What follows belongs to an exercise in optimizing a design on an open flow for small area, a short achievable clock period and few clock cycles; a production flow would make more cautious choices. In this exercise RTL edits were held to simulation tests only and were not proved equivalent to the original. Power figures rest on the tool's default switching activity, not on a simulated workload.

$ cat design/flow/run.sh
#!/bin/bash
# synth_recipe.tcl (not shown) runs the flow's synth.tcl, then flattens the netlist and writes it again
# the make line also repeats each setting of config.mk as NAME=value (left out here)
make -C /OpenROAD-flow-scripts/flow DESIGN_CONFIG=/design/flow/config.mk WORK_HOME=/design/flow/orfs CLKGATE_MAP_FILE= SYNTH_SCRIPT=/design/flow/synth_recipe.tcl finish
$ cat design/flow/config.mk
export PLATFORM = sky130hd
export DESIGN_NAME = MyDesign
export DESIGN_NICKNAME = MyDesign
export VERILOG_FILES = /design/flow/design.v
export SDC_FILE = /design/flow/constraint.sdc
export NUM_CORES = 4
export LEC_CHECK = 0
export CAP_MARGIN = 20
export CORE_MARGIN = 2
export CORE_UTILIZATION = 40
export SLEW_MARGIN = 20
$ cat design/flow/constraint.sdc
create_clock -name core_clock -period 10.0 [get_ports {clk}]
set_input_delay 2.0000 -clock core_clock [delete_from_list [all_inputs] [get_ports {clk}]]
set_output_delay 2.0000 -clock core_clock [all_outputs]
set_load 0.01 [all_outputs]
$ cat design/flow/design.v
module MyDesign (
  input   wire dut_run                    , 
  output  reg dut_busy                   ,
  input   wire reset_b                    ,  
  input   wire clk                        ,
  output wire        input_sram_write_enable    ,
  output wire [11:0] input_sram_write_addresss  ,
  output wire [15:0] input_sram_write_data      ,
  output reg [11:0] input_sram_read_address    ,
  input wire [15:0] input_sram_read_data       ,
  output reg        output_sram_write_enable    ,
  output reg [11:0] output_sram_write_addresss  ,
  output reg [15:0] output_sram_write_data      ,
  output wire [11:0] output_sram_read_address    ,
  input wire [15:0] output_sram_read_data       ,
  output wire        scratchpad_sram_write_enable    ,
  output wire [11:0] scratchpad_sram_write_addresss  ,
  output wire [15:0] scratchpad_sram_write_data      ,
  output wire [11:0] scratchpad_sram_read_address    ,
  input wire [15:0] scratchpad_sram_read_data       ,
  output wire        weights_sram_write_enable    ,
  output wire [11:0] weights_sram_write_addresss  ,
  output wire [15:0] weights_sram_write_data      ,
  output reg [11:0] weights_sram_read_address    ,
  input wire [15:0] weights_sram_read_data       
);
	localparam ADDRW = 12;
	localparam DATAW = 16;
	localparam [13:0]
		STATE_INPUT_IDLE  			= 14'b00_0000_0000_0001,
		STATE_INPUT_READ_SIZE  		= 14'b00_0000_0000_0010,
		STATE_INPUT_CHECK_SIZE 		= 14'b00_0000_0000_0100,
		STATE_INPUT_READ_ADDR1 		= 14'b00_0000_0000_1000,
		STATE_INPUT_READ_ADDR2 		= 14'b00_0000_0001_0000,
		STATE_INPUT_READ_ADDR3 		= 14'b00_0000_0010_0000,
		STATE_INPUT_READ_ADDR4 		= 14'b00_0000_0100_0000,
		STATE_INPUT_READ_ADDR5 		= 14'b00_0000_1000_0000,
		STATE_INPUT_READ_ADDR6 		= 14'b00_0001_0000_0000,
		STATE_INPUT_READ_ADDR7 		= 14'b00_0010_0000_0000,
		STATE_INPUT_READ_ADDR8 		= 14'b00_0100_0000_0000,
		STATE_INPUT_CHECK1  		= 14'b00_1000_0000_0000,
		STATE_INPUT_CHECK2 			= 14'b01_0000_0000_0000,
		STATE_INPUT_DONE 			= 14'b10_0000_0000_0000;
	localparam [16:0]
		STATE_IBUF_EMPTY			= 17'b0_0000_0000_0000_0001,
		STATE_IBUF_FILL2			= 17'b0_0000_0000_0000_0010,
		STATE_IBUF_FILL4 			= 17'b0_0000_0000_0000_0100,
		STATE_IBUF_FILL6			= 17'b0_0000_0000_0000_1000,
		STATE_IBUF_FILL8			= 17'b0_0000_0000_0001_0000,
		STATE_IBUF_FILL10			= 17'b0_0000_0000_0010_0000,
		STATE_IBUF_FILL12			= 17'b0_0000_0000_0100_0000,
		STATE_IBUF_FILL14			= 17'b0_0000_0000_1000_0000,
		STATE_IBUF_MULT1			= 17'b0_0000_0001_0000_0000,
		STATE_IBUF_MULT2			= 17'b0_0000_0010_0000_0000,
		STATE_IBUF_MULT3			= 17'b0_0000_0100_0000_0000,
		STATE_IBUF_MULT4			= 17'b0_0000_1000_0000_0000,
		STATE_IBUF_MULT5			= 17'b0_0001_0000_0000_0000,
		STATE_IBUF_MULT6			= 17'b0_0010_0000_0000_0000,
		STATE_IBUF_MULT7			= 17'b0_0100_0000_0000_0000,
		STATE_IBUF_MULT8			= 17'b0_1000_0000_0000_0000,
		STATE_IBUF_MULT9			= 17'b1_0000_0000_0000_0000;
	localparam [2:0]
		STATE_MATRIX_INCOMPLETE0	= 3'b001,
		STATE_MATRIX_INCOMPLETE1	= 3'b010,
		STATE_MATRIX_COMPLETE  		= 3'b100;
	localparam
		STATE_RELU_STORE			= 1'b0,
		STATE_RELU_READY			= 1'b1;
	reg  [13:0] current_input_state;
	reg  [13:0] next_input_state;
	reg  [16:0] current_ibuf_state;
	reg  [16:0] next_ibuf_state;
	reg  [2:0] current_matrix_state;
	reg  [2:0] next_matrix_state;
	reg  current_relu_state;
	reg  next_relu_state;
	reg  input_req_size;
	reg  input_req_valid;
	reg  input_req_fire;
	reg  input_set_done;
	wire input_col_done;
	wire input_matrix_done;
	reg  input_matrix_done_r;
	reg [4:0] input_addr_sel;
	reg  [ADDRW-1:0] input_base_addr;
	wire [ADDRW-1:0] input_set_addr;
	wire [ADDRW-1:0] input_sram_raddr;
	reg  [DATAW-1:0] input_matrix_size;
	wire [7:0]	     N;
	wire [7:0]		 logN;
	reg  [7:0] row;
	reg  [7:0] col;
	reg  ibuf_ready;
	reg  ibuf_fire;
	wire ibuf_push;
	reg  ibuf_pop;
	reg  ibuf_empty;
	reg  ibuf_multiply;
	reg  ibuf_set_done;
	reg  ibuf_matrix_done;
	reg [2:0] kernel_addr_sel;
	reg  kernel_byteen;
	reg  [7:0] ibuf [15:0]; 
	reg  input_data_size;
	reg  input_data_valid;
	reg  conv_valid;
	reg  conv_matrix_done;
	reg  signed [7:0]  ibuf_out [3:0];
	wire signed [7:0]  kernel_rdata;
	reg  signed [19:0] macc [3:0];
	wire signed [19:0] max_pool1;
	wire signed [19:0] max_pool2;
	wire signed [19:0] max_pool;
	reg         [19:0] max_pool_r;
	reg  			   max_pool_valid;
	reg                max_pool_matrix_done;
	wire [7:0] relu;
	reg  [7:0] relu_old;
	reg        relu_valid;
	reg        relu_ready;
	wire       relu_fire;
	reg    	   relu_matrix_done;
	reg        relu_store;
	reg output_matrix_done;
	reg output_done;
	integer i;
	assign input_sram_write_enable         = 1'b0;
	assign input_sram_write_addresss       = 12'h0;
	assign input_sram_write_data           = 16'h0;
	assign output_sram_read_address        = 12'h0;
	assign scratchpad_sram_write_enable    = 1'b0;
	assign scratchpad_sram_write_addresss  = 12'h0;
	assign scratchpad_sram_write_data      = 16'h0;
	assign scratchpad_sram_read_address    = 12'h0;
	assign weights_sram_write_enable       = 1'b0;
	assign weights_sram_write_addresss     = 12'h0;
	assign weights_sram_write_data         = 16'h0;
	always @(*) begin
	dut_busy				= 1'b1;
	input_req_valid 		= 1'b0;
	input_req_fire			= 1'b0;
	input_req_size 			= 1'b0;
	input_set_done 			= 1'b0;
	input_addr_sel			= 4'h0;
	casex (current_input_state)
	STATE_INPUT_IDLE: begin
		if (dut_run) begin
			next_input_state = STATE_INPUT_READ_SIZE;
		end else begin 
			next_input_state = STATE_INPUT_IDLE;
		end
		dut_busy 			 = 1'b0;
	end
	STATE_INPUT_DONE: begin
		if (output_done) begin
			next_input_state = STATE_INPUT_IDLE;
		end else begin
			next_input_state = STATE_INPUT_DONE;
		end	
	end
	STATE_INPUT_READ_SIZE: begin
		next_input_state 	= STATE_INPUT_CHECK_SIZE;
		input_req_valid 	= 1'b1;
		input_req_size		= 1'b1;
		input_addr_sel		= 4'b0000;
	end
	STATE_INPUT_CHECK_SIZE: begin
		if (input_sram_read_data == 16'hffff) begin
			next_input_state = STATE_INPUT_DONE;
		end else if (ibuf_empty) begin
			next_input_state = STATE_INPUT_READ_ADDR1;
		end else begin
			next_input_state = STATE_INPUT_CHECK_SIZE;
		end
	end
	STATE_INPUT_READ_ADDR1: begin
		next_input_state	= STATE_INPUT_READ_ADDR2;
		input_req_valid 	= 1'b1;
		input_req_fire		= 1'b1;
		input_addr_sel		= 4'b0001;
	end
	STATE_INPUT_READ_ADDR2: begin
		next_input_state	= STATE_INPUT_READ_ADDR3;
		input_req_valid		= 1'b1;
		input_addr_sel		= 4'b0010;
	end
	STATE_INPUT_READ_ADDR3: begin
		next_input_state 	= STATE_INPUT_READ_ADDR4;
		input_req_valid 	= 1'b1;
		input_addr_sel		= 4'b0011;
	end
	STATE_INPUT_READ_ADDR4: begin
		next_input_state 	= STATE_INPUT_READ_ADDR5;
		input_req_valid 	= 1'b1;
		input_addr_sel		= 4'b0100;
	end
	STATE_INPUT_READ_ADDR5: begin
		next_input_state 	= STATE_INPUT_READ_ADDR6;
		input_req_valid 	= 1'b1;
		input_addr_sel		= 4'b0101;
	end
	STATE_INPUT_READ_ADDR6: begin
		next_input_state 	= STATE_INPUT_READ_ADDR7;
		input_req_valid 	= 1'b1;
		input_addr_sel		= 4'b0110;
	end
	STATE_INPUT_READ_ADDR7: begin
		next_input_state 	= STATE_INPUT_READ_ADDR8;
		input_req_valid 	= 1'b1;
		input_addr_sel		= 4'b0111;
	end
	STATE_INPUT_READ_ADDR8: begin
		next_input_state 	= STATE_INPUT_CHECK1;
		input_req_valid 	= 1'b1;
		input_addr_sel		= 4'b1000;
		input_set_done		= 1'b1;
	end
	STATE_INPUT_CHECK1: begin
		next_input_state 	= STATE_INPUT_CHECK2;
	end
	STATE_INPUT_CHECK2: begin
		if (input_matrix_done) begin
			next_input_state = STATE_INPUT_READ_SIZE;
		end else if (ibuf_set_done) begin
			next_input_state = STATE_INPUT_READ_ADDR1;
		end else begin
			next_input_state = STATE_INPUT_CHECK2;
		end
	end
	default: next_input_state = STATE_INPUT_IDLE;
	endcase
	end
	assign input_col_done    = ((col + 8'h2) > (N - 8'h2));
	assign input_matrix_done = ((row + 8'h2) > (N - 8'h2));
	always @(posedge clk) begin
		if (~reset_b) begin
			current_input_state <= STATE_INPUT_IDLE;
		end else begin
			current_input_state <= next_input_state;
		end
	end
	assign input_set_addr 	= ((row << logN) + col) >> 1;  
	assign input_sram_raddr = input_base_addr + input_set_addr + 12'h1;
	always @(*) begin
	casex (input_addr_sel)
		4'b0000: input_sram_read_address = input_base_addr;
		4'b0001: input_sram_read_address = input_sram_raddr;
		4'b0010: input_sram_read_address = input_sram_raddr + 1;
		4'b0011: input_sram_read_address = input_sram_raddr + (N >> 1);
		4'b0100: input_sram_read_address = input_sram_raddr + (N >> 1) + 1;
		4'b0101: input_sram_read_address = input_sram_raddr + N;
		4'b0110: input_sram_read_address = input_sram_raddr + N + 1;
		4'b0111: input_sram_read_address = input_sram_raddr + (N + (N >> 1));  
		4'b1000: input_sram_read_address = input_sram_raddr + (N + (N >> 1) + 1);
		default: input_sram_read_address = 12'h0;
	endcase
	end
	always @(posedge clk) begin
		if (~reset_b) begin
			input_base_addr  <= 12'h0;
			row <= 8'h0;
			col <= 8'h0;
		end else begin
			if (input_set_done) begin
				col <= col + 8'h2;
			end
			if (input_col_done) begin
				col <= 8'h0;
				row <= row + 8'h2;
			end
			if (input_matrix_done) begin
				input_base_addr <= input_base_addr + ((N << logN) >> 1) + 1;  
				row <= 8'h0;
				col <= 8'h0;
			end
			if (~dut_busy) begin
				input_base_addr <= 12'h0;
				row <= 8'h0;
				col <= 8'h0;
			end
		end
	end
	always @(posedge clk) begin : pipe_reg_st_1_to_2
		if (~reset_b) begin
			input_data_valid 	<= 1'b0;
			input_data_size 	<= 1'b0;
			input_matrix_done_r <= 1'b0;
			ibuf_fire           <= 1'b0;
		end else begin
			input_data_valid 	<= input_req_valid;
			input_data_size 	<= input_req_size;
			input_matrix_done_r <= input_matrix_done;
			ibuf_fire 			<= input_req_fire;
		end
	end
	always @(*) begin
	ibuf_ready 		= 1'b0;
	ibuf_pop 		= 1'b0;
	ibuf_empty 		= 1'b0;
	ibuf_set_done 	= 1'b0;
	ibuf_multiply 	= 1'b0;
	kernel_byteen 	= 1'b0;
	kernel_addr_sel = 3'h0;
	casex (current_ibuf_state)	
	STATE_IBUF_EMPTY: begin
		if (ibuf_fire) begin
			next_ibuf_state = STATE_IBUF_FILL2;
		end else begin
			next_ibuf_state = STATE_IBUF_EMPTY;
		end
		ibuf_ready	= 1'b1;
		ibuf_empty 	= 1'b1;
	end
	STATE_IBUF_FILL2: begin
		next_ibuf_state = STATE_IBUF_FILL4;
		ibuf_ready 		= 1'b1;
	end
	STATE_IBUF_FILL4: begin
		next_ibuf_state = STATE_IBUF_FILL6;
		ibuf_ready 		= 1'b1;
	end
	STATE_IBUF_FILL6: begin
		next_ibuf_state = STATE_IBUF_FILL8;
		ibuf_ready 		= 1'b1;
	end
	STATE_IBUF_FILL8: begin
		next_ibuf_state = STATE_IBUF_FILL10;
		ibuf_ready 		= 1'b1;
	end
	STATE_IBUF_FILL10: begin
		next_ibuf_state = STATE_IBUF_FILL12;
		ibuf_ready 		= 1'b1;
	end
	STATE_IBUF_FILL12: begin
		next_ibuf_state = STATE_IBUF_FILL14;
		ibuf_ready 		= 1'b1;
	end
	STATE_IBUF_FILL14: begin
		next_ibuf_state = STATE_IBUF_MULT1;
		ibuf_ready 		= 1'b1;
		kernel_addr_sel = 3'b000;
	end
	STATE_IBUF_MULT1: begin
		next_ibuf_state	= STATE_IBUF_MULT2;
		ibuf_multiply 	= 1'b1;
		ibuf_pop		= 1'b1;
		kernel_byteen 	= 1'b1;
		kernel_addr_sel = 3'b000;
	end
	STATE_IBUF_MULT2: begin
		next_ibuf_state	= STATE_IBUF_MULT3;
		ibuf_multiply 	= 1'b1;
		ibuf_pop		= 1'b1;
		kernel_byteen 	= 1'b0;
		kernel_addr_sel = 3'b001;
	end
	STATE_IBUF_MULT3: begin
		next_ibuf_state	= STATE_IBUF_MULT4;
		ibuf_multiply 	= 1'b1;
		kernel_byteen 	= 1'b1;
		kernel_addr_sel = 3'b001;
	end
	STATE_IBUF_MULT4: begin
		next_ibuf_state	= STATE_IBUF_MULT5;
		ibuf_multiply 	= 1'b1;
		ibuf_pop		= 1'b1;
		kernel_byteen 	= 1'b0;
		kernel_addr_sel = 3'b010;
	end
	STATE_IBUF_MULT5: begin
		next_ibuf_state	= STATE_IBUF_MULT6;
		ibuf_multiply 	= 1'b1;
		ibuf_pop		= 1'b1;
		kernel_byteen 	= 1'b1;
		kernel_addr_sel = 3'b010;
	end
	STATE_IBUF_MULT6: begin
		next_ibuf_state	= STATE_IBUF_MULT7;
		ibuf_multiply 	= 1'b1;
		kernel_byteen 	= 1'b0;
		kernel_addr_sel = 3'b011;
	end
	STATE_IBUF_MULT7: begin
		next_ibuf_state	= STATE_IBUF_MULT8;
		ibuf_multiply 	= 1'b1;
		ibuf_pop		= 1'b1;
		kernel_byteen 	= 1'b1;
		kernel_addr_sel = 3'b011;
	end
	STATE_IBUF_MULT8: begin
		next_ibuf_state	= STATE_IBUF_MULT9;
		ibuf_multiply 	= 1'b1;
		ibuf_pop		= 1'b1;
		kernel_byteen 	= 1'b0;
		kernel_addr_sel = 3'b100;
	end
	STATE_IBUF_MULT9: begin
		next_ibuf_state	= STATE_IBUF_EMPTY;
		ibuf_multiply 	= 1'b1;
		ibuf_set_done	= 1'b1;
		kernel_byteen 	= 1'b1;
	end
	default: next_ibuf_state = STATE_IBUF_EMPTY;
	endcase
	end
	always @(*) begin
	ibuf_matrix_done = 1'b0;
	casex (current_matrix_state)
	STATE_MATRIX_INCOMPLETE0: begin
		if (input_matrix_done_r) begin
			next_matrix_state 	= STATE_MATRIX_INCOMPLETE1;
		end else begin
			next_matrix_state	= STATE_MATRIX_INCOMPLETE0;
		end
	end
	STATE_MATRIX_INCOMPLETE1: begin
		if (ibuf_set_done) begin
			next_matrix_state 	= STATE_MATRIX_COMPLETE;
		end else begin
			next_matrix_state	= STATE_MATRIX_INCOMPLETE1;
		end
	end
	STATE_MATRIX_COMPLETE: begin
		next_matrix_state 		= STATE_MATRIX_INCOMPLETE0;
		ibuf_matrix_done 		= 1'b1;
	end
	default: next_matrix_state = STATE_MATRIX_INCOMPLETE0;
	endcase
	end
	always @(posedge clk) begin
		if (~reset_b) begin
			current_ibuf_state <= STATE_IBUF_EMPTY;
			current_matrix_state <= STATE_MATRIX_INCOMPLETE0;
		end else begin
			current_ibuf_state <= next_ibuf_state;
			current_matrix_state <= next_matrix_state;
		end
	end
	assign ibuf_push 	= input_data_valid & ~input_data_size & ibuf_ready;
	assign N 			= input_matrix_size[7:0];
	assign logN 		= 
	(N <= 8'd2) ? 8'd1 : 
	(N <= 8'd4) ? 8'd2 : 
	(N <= 8'd8) ? 8'd3 : 
	(N <= 8'd16) ? 8'd4 : 
	(N <= 8'd32) ? 8'd5 : 
	(N <= 8'd64) ? 8'd6 : 
	(N <= 8'd128) ? 8'd7 : 
	-1;
	always @(*) begin
		ibuf_out[0] = $signed(ibuf[15]);
		ibuf_out[1] = $signed(ibuf[14]);
		ibuf_out[2] = $signed(ibuf[11]);
		ibuf_out[3] = $signed(ibuf[10]);
		casex (kernel_addr_sel) 
			3'b000: weights_sram_read_address = 12'h0;
			3'b001: weights_sram_read_address = 12'h1;
			3'b010: weights_sram_read_address = 12'h2;
			3'b011: weights_sram_read_address = 12'h3;
			3'b100: weights_sram_read_address = 12'h4;
			default: weights_sram_read_address = 12'h0;
		endcase
	end
	always @(posedge clk) begin
		if (~reset_b) begin
			input_matrix_size <= 16'h0;
			for (i = 0; i < 16; i = i + 1) begin
				ibuf[i] <= 8'h0;
			end
		end else begin
			if (input_data_size) begin
				input_matrix_size <= input_sram_read_data;
			end
			if (ibuf_pop) begin
				for (i = 15; i > 0; i = i - 1) begin
					ibuf[i] <= ibuf[i - 1];  
				end
			end else begin
				for (i = 15; i > 0; i = i - 1) begin
					ibuf[i] <= ibuf[i - 2];  
				end
			end
			if (ibuf_push) begin
				ibuf[0] <= input_sram_read_data[0 +: 8];
				ibuf[1] <= input_sram_read_data[8 +: 8];
			end 
		end
	end
	always @(posedge clk) begin : pipe_reg_st_2_to_3
		if (~reset_b) begin
			conv_valid 			<= 1'b0;
			conv_matrix_done 	<= 1'b0;
		end else begin
			conv_valid 			<= ibuf_set_done;
			conv_matrix_done 	<= ibuf_matrix_done;
		end
	end
	assign kernel_rdata = kernel_byteen ? weights_sram_read_data[8 +: 8] : weights_sram_read_data[0 +: 8];
	genvar j;
	generate
		for (j = 0; j < 4; j = j + 1) begin : muladd
			wire [19:0] mult = kernel_rdata  * ibuf_out[j];  
			always @(posedge clk) begin
				if (~reset_b) begin
					macc[j] <= 20'h0;
				end else begin
					if (ibuf_empty) begin
						macc[j] <= 20'h0;
					end
					if (ibuf_multiply) begin
						macc[j] <= macc[j] + mult;  
					end
				end
			end
		end
	endgenerate
	always @(posedge clk) begin : pipe_reg_st_3_to_4
		if (~reset_b) begin
			max_pool_valid 			<= 1'b0;
			max_pool_matrix_done 	<= 1'b0;
		end else begin
			max_pool_valid 			<= conv_valid;
			max_pool_matrix_done 	<= conv_matrix_done;
		end
	end
	assign max_pool1 = (macc[0] > macc[1]) ? macc[0] : macc[1];
	assign max_pool2 = (macc[2] > macc[3]) ? macc[2] : macc[3];
	assign max_pool = (max_pool1 > max_pool2) ? max_pool1 : max_pool2;
	always @(posedge clk) begin : pipe_reg_st_4_to_5
		if (~reset_b) begin
			max_pool_r 			<= 20'h0;
			relu_valid 			<= 1'b0;
			relu_matrix_done 	<= 1'b0;
		end else begin
			max_pool_r 			<= max_pool;
			relu_valid 			<= conv_valid;
			relu_matrix_done 	<= conv_matrix_done;
		end
	end
	always @(*) begin
	relu_store		= 1'b0;
	relu_ready		= 1'b0;
	casex (current_relu_state)
	STATE_RELU_STORE: begin
		if (relu_valid) begin
			next_relu_state = STATE_RELU_READY;
		end else begin
			next_relu_state = STATE_RELU_STORE;
		end
		relu_store = 1'b1;
	end
	STATE_RELU_READY: begin
		if (relu_valid | relu_matrix_done) begin
			next_relu_state = STATE_RELU_STORE;
		end else begin
			next_relu_state = STATE_RELU_READY;
		end
		relu_ready = 1'b1;
	end
	default: next_relu_state = STATE_RELU_STORE;
	endcase
	end
	always @(posedge clk) begin
		if (~reset_b) begin
			current_relu_state 			<= STATE_RELU_STORE;
		end else begin
			current_relu_state 			<= next_relu_state;
		end
	end
	assign relu = max_pool_r[19] ? 8'h0 : (max_pool_r > 8'h7f) ? 8'h7f : {1'b0, max_pool_r[0 +: 7]};
	assign relu_fire = relu_valid & relu_ready;
	always @(posedge clk) begin
		if (~reset_b) begin
			output_sram_write_enable 	<= 1'b0;
			output_sram_write_addresss 	<= 12'hfff;
			output_sram_write_data 		<= 16'h0;
		end else begin
			if (~dut_busy) begin
				output_sram_write_addresss <= 12'hfff;
			end
			output_matrix_done 			<= relu_matrix_done;
			output_done 				<= output_matrix_done;
			output_sram_write_enable    <= relu_fire | relu_matrix_done;
			if (relu_store & relu_valid) begin
				relu_old <= relu;
			end
			if (relu_fire | relu_matrix_done) begin
				output_sram_write_addresss 	<= output_sram_write_addresss + 12'b1;
			end
			if (relu_fire) begin
				output_sram_write_data 		<= {relu_old, relu};
			end	
			if (relu_matrix_done) begin
				output_sram_write_data 		<= {relu_old, 8'h0};
			end
		end
	end
endmodule
==> summary.txt <==
-- Yosys cell counts (all sizes together), types with 62 or more instances --
cell type / instances / area (µm²)
dfxtp: 332 / 6650
ha: 334 / 4180
fa: 239 / 4780
nand3: 139 / 696
xnor2: 156 / 1370
clkbuf: 118 / 444
o21ai: 114 / 571
nand2: 541 / 2030
buf: 177 / 1220
a21o: 68 / 510
nor2: 269 / 1010
and2: 112 / 701
mux2i: 62 / 621
a21oi: 340 / 1710
inv: 362 / 1360
nor2b: 92 / 576
-- final timing paths --
check                                                        from  cells past startpoint                          to
worst max-delay path            input_matrix_size[1]$_SDFFE_PN0P_                     29  input_sram_read_address[9]
worst min register to register       output_matrix_done$_DFFE_PP_                      0       output_done$_DFFE_PP_
worst min-delay path                 output_matrix_done$_DFFE_PP_                      0       output_done$_DFFE_PP_
worst max register to register  current_ibuf_state[14]$_SDFF_PN0_                     29    macc[1][19]$_SDFFE_PN0P_
-- metrics by stage --
step / instance area, µm² / power [mW] / worst slack, ps / hold slack (ps) / utilization
3_3_place_gp: 34900 / 1.67 / 386 / 404 / 0.419
2_1_floorplan: 34000 / 1.61 / 1260 / 400 / -
3_5_place_dp: 34900 / 1.67 / 355 / 416 / 0.419
4_1_cts: 36400 / 3.27 / 40.3 / 423 / 0.437
5_1_grt: 36600 / 3.35 / 102 / 430 / 0.438
6_report: 36600 / 3.23 / 541 / 425 / 0.438
-- report_power, final --
part           internal (mW)  switching [mW]  leakage (nW)  total, mW
Combinational         0.0873           0.166          12.9      0.253
Clock                  0.935           0.650         0.691       1.59
Sequential              1.38          0.0126          2.76       1.39
Total                   2.40           0.829          16.3       3.23
-- cells by family (layout without fill, tap and decap cells) --
| logic type | after synthesis | count (layout) | synth area share |
|---|---|---|---|
| buf+inv | 662 | 578 | 0.0906 |
| flops | 341 | 341 | 0.206 |
| compound gates | 836 | 836 | 0.162 |
| simple gates | 1398 | 1398 | 0.197 |
| mux | 75 | 75 | 0.0233 |
| fa+ha+maj | 573 | 573 | 0.267 |
| other cells | 1 | 123 | 0.000112 |
| xor+xnor | 206 | 206 | 0.0538 |
-- final cells by class --
cell class                 instances  share of cell area
timing repair buffer             136              0.0333
inverter                         367              0.0380
clock inverter                    20             0.00677
clock buffer                      55              0.0320
sequential                       341               0.189
multi-input combinational       3211               0.664
tap                             1080              0.0369
-- layer usage --
layer	track usage	vias to the layer above	part of all wire
li1	-	13707	-
met1	0.276	13080	0.47
met2	0.320	506	0.46
met3	0.0199	92	0.040
met4	0.0589	0	0.025
met5	0	-	0
-- flip-flops by register name (all words and copies together), names as in the netlist, 3 cells and up --
register,cells
output_sram_write_data,14
max_pool_r,20
col,7
relu_old,7
input_base_addr,12
macc,80
output_sram_write_addresss,12
current_input_state,14
row,7
current_ibuf_state,17
input_matrix_size,8
current_matrix_state,3
ibuf,128
-- worst reg2reg max path: cells and delay by family, from the launching register on --
family          cells  cell delay (ps)
fa+ha+maj           6             2690
flops               1              370
simple gates        9             2510
mux                 1              750
buf+inv             2              310
compound gates      9             2110
xor+xnor            2              350
-- timing repair --
action,CTS,global route
hold buffers,0,0
pin swaps,2,5
buffers inserted,3,4
resized for setup,10,29
endpoints found under the setup margin,2,4
==> metrics.yaml <==
end_kind: "output port"
skew_ps: 19.2
grt_max_degree: 97
stdcell_count: 5210
diodes: 0
critPathMaxStageDelay_ps: 490
rsz0062_at_grt: "no"
fin_crit_ps: 9460
die-area_um2: 86200
cellPowerDensity_nw_per_um2: 88.2
drt-total-wl_um: 85700
worst-path-max-fanout: 8
dp.cells: 5128
ys.flop_type: "dfxtp_1"
tightestPinTransition_ps: 1190
p_leak_nw: 16.3
fmax_mhz: 106
gp_congestion: 0.892
clkTransAtPathRegs_ps: 60
slew_viol_final: 0
rows: 106
ant_nets: 0
cp_top_family: "compound AO/OA/AOI/OAI gates"
crit_required_ps: 8000
n_fill_cell: 8234
multi_input_area_um2: 24300
nNetsFinal: 4738
crit_buf_inv: 3
synth-seq-cells: 341
dr.pass1.iters: 5
clock_path_buffers: 3
vias: 27385
hold_viol_final: 0
setup_viol: 0
place_hpwl_um: 64500
htreeDepth: 2
grt_pass1_wl_um: 139000
synthArstFlopShare: 0
period_share: 0.946
numCtsBuffers: 41
core_um2: 83400
critPathKind: "reg2out"
track_usage: 0.197
post_drt_wl_per_cell_um: 16.4
io_buffer_count: 77
slowest_stage: "fa_1"
ir_drop_mv: 0.0934
drt_iter0_drc: 1672
crit_arrival_ps: 7460
final_common_cell: "nand2_1"
die_y_um: 294
insertion_delay_ps: 580
synth_edf_count: 9
ys.warnings.count: 4
start_util: 0.402
synth_cells: 4092
cts_tree: "built"
layout_common_cells: "nand2_1 (540), inv_1 (362), a21oi_1 (337)"
regArea_um2: 6930
ys_types: 89
pin_count: 232
syn_area_um2: 33600
worst_setup_path_start_kind: "flop"
vias_per_cell: 5.26
grt_antenna_before_repair: 0
overflow: 0
cap_violations: 0
tns_ps: 0
hold_class: "reg2reg"
dieWidth_um: 294
grt_pass1_vias: 26149
r2r_slack_ps: 800
root_buffer: "clkbuf_16"
syn_avg_cell_area_um2: 8.20
cts_num_sinks: 341
areaGrowthSynthToFinish_pct: 8.97
status: "timing/DRC/antenna clean"
drc_errors: 0
slew_headroom: 0.199
synth-seq-area-share: 0.206
drive_above_1_share: 0.0591
Testbench counts, summed over its fixed seeds: cycles 260,006.

==> re-timing with driven ports <==
The flow's constraints put no driver on any port. The routed layout listed below was extracted and timed again, unchanged, in two steps. Step 1, drivers: a clkbuf_16 drives clk and a buf_2 each remaining input, both assumed. Step 2 moves the port delays by t, midway between the first and last clock arrival at a register: inputs arrive t later, outputs are due t later. That takes back most of the time a late clock gives input paths. Three values: no drivers, after step 1, after step 2; two values: the first two.
shift t [ns]: 0.635
setup WS [ns]: 0.541 / 0.476 / 0.666
hold slack, ns: 0.425 / 0.425 / 0.425
worst register clock-pin slew, ns: 0.07 / 0.07
pins driven straight from the clock port: 1
After both steps this run still meets setup and hold. The setup slack of this run moves by -0.065 ns with the drivers and by +0.125 ns with both steps.
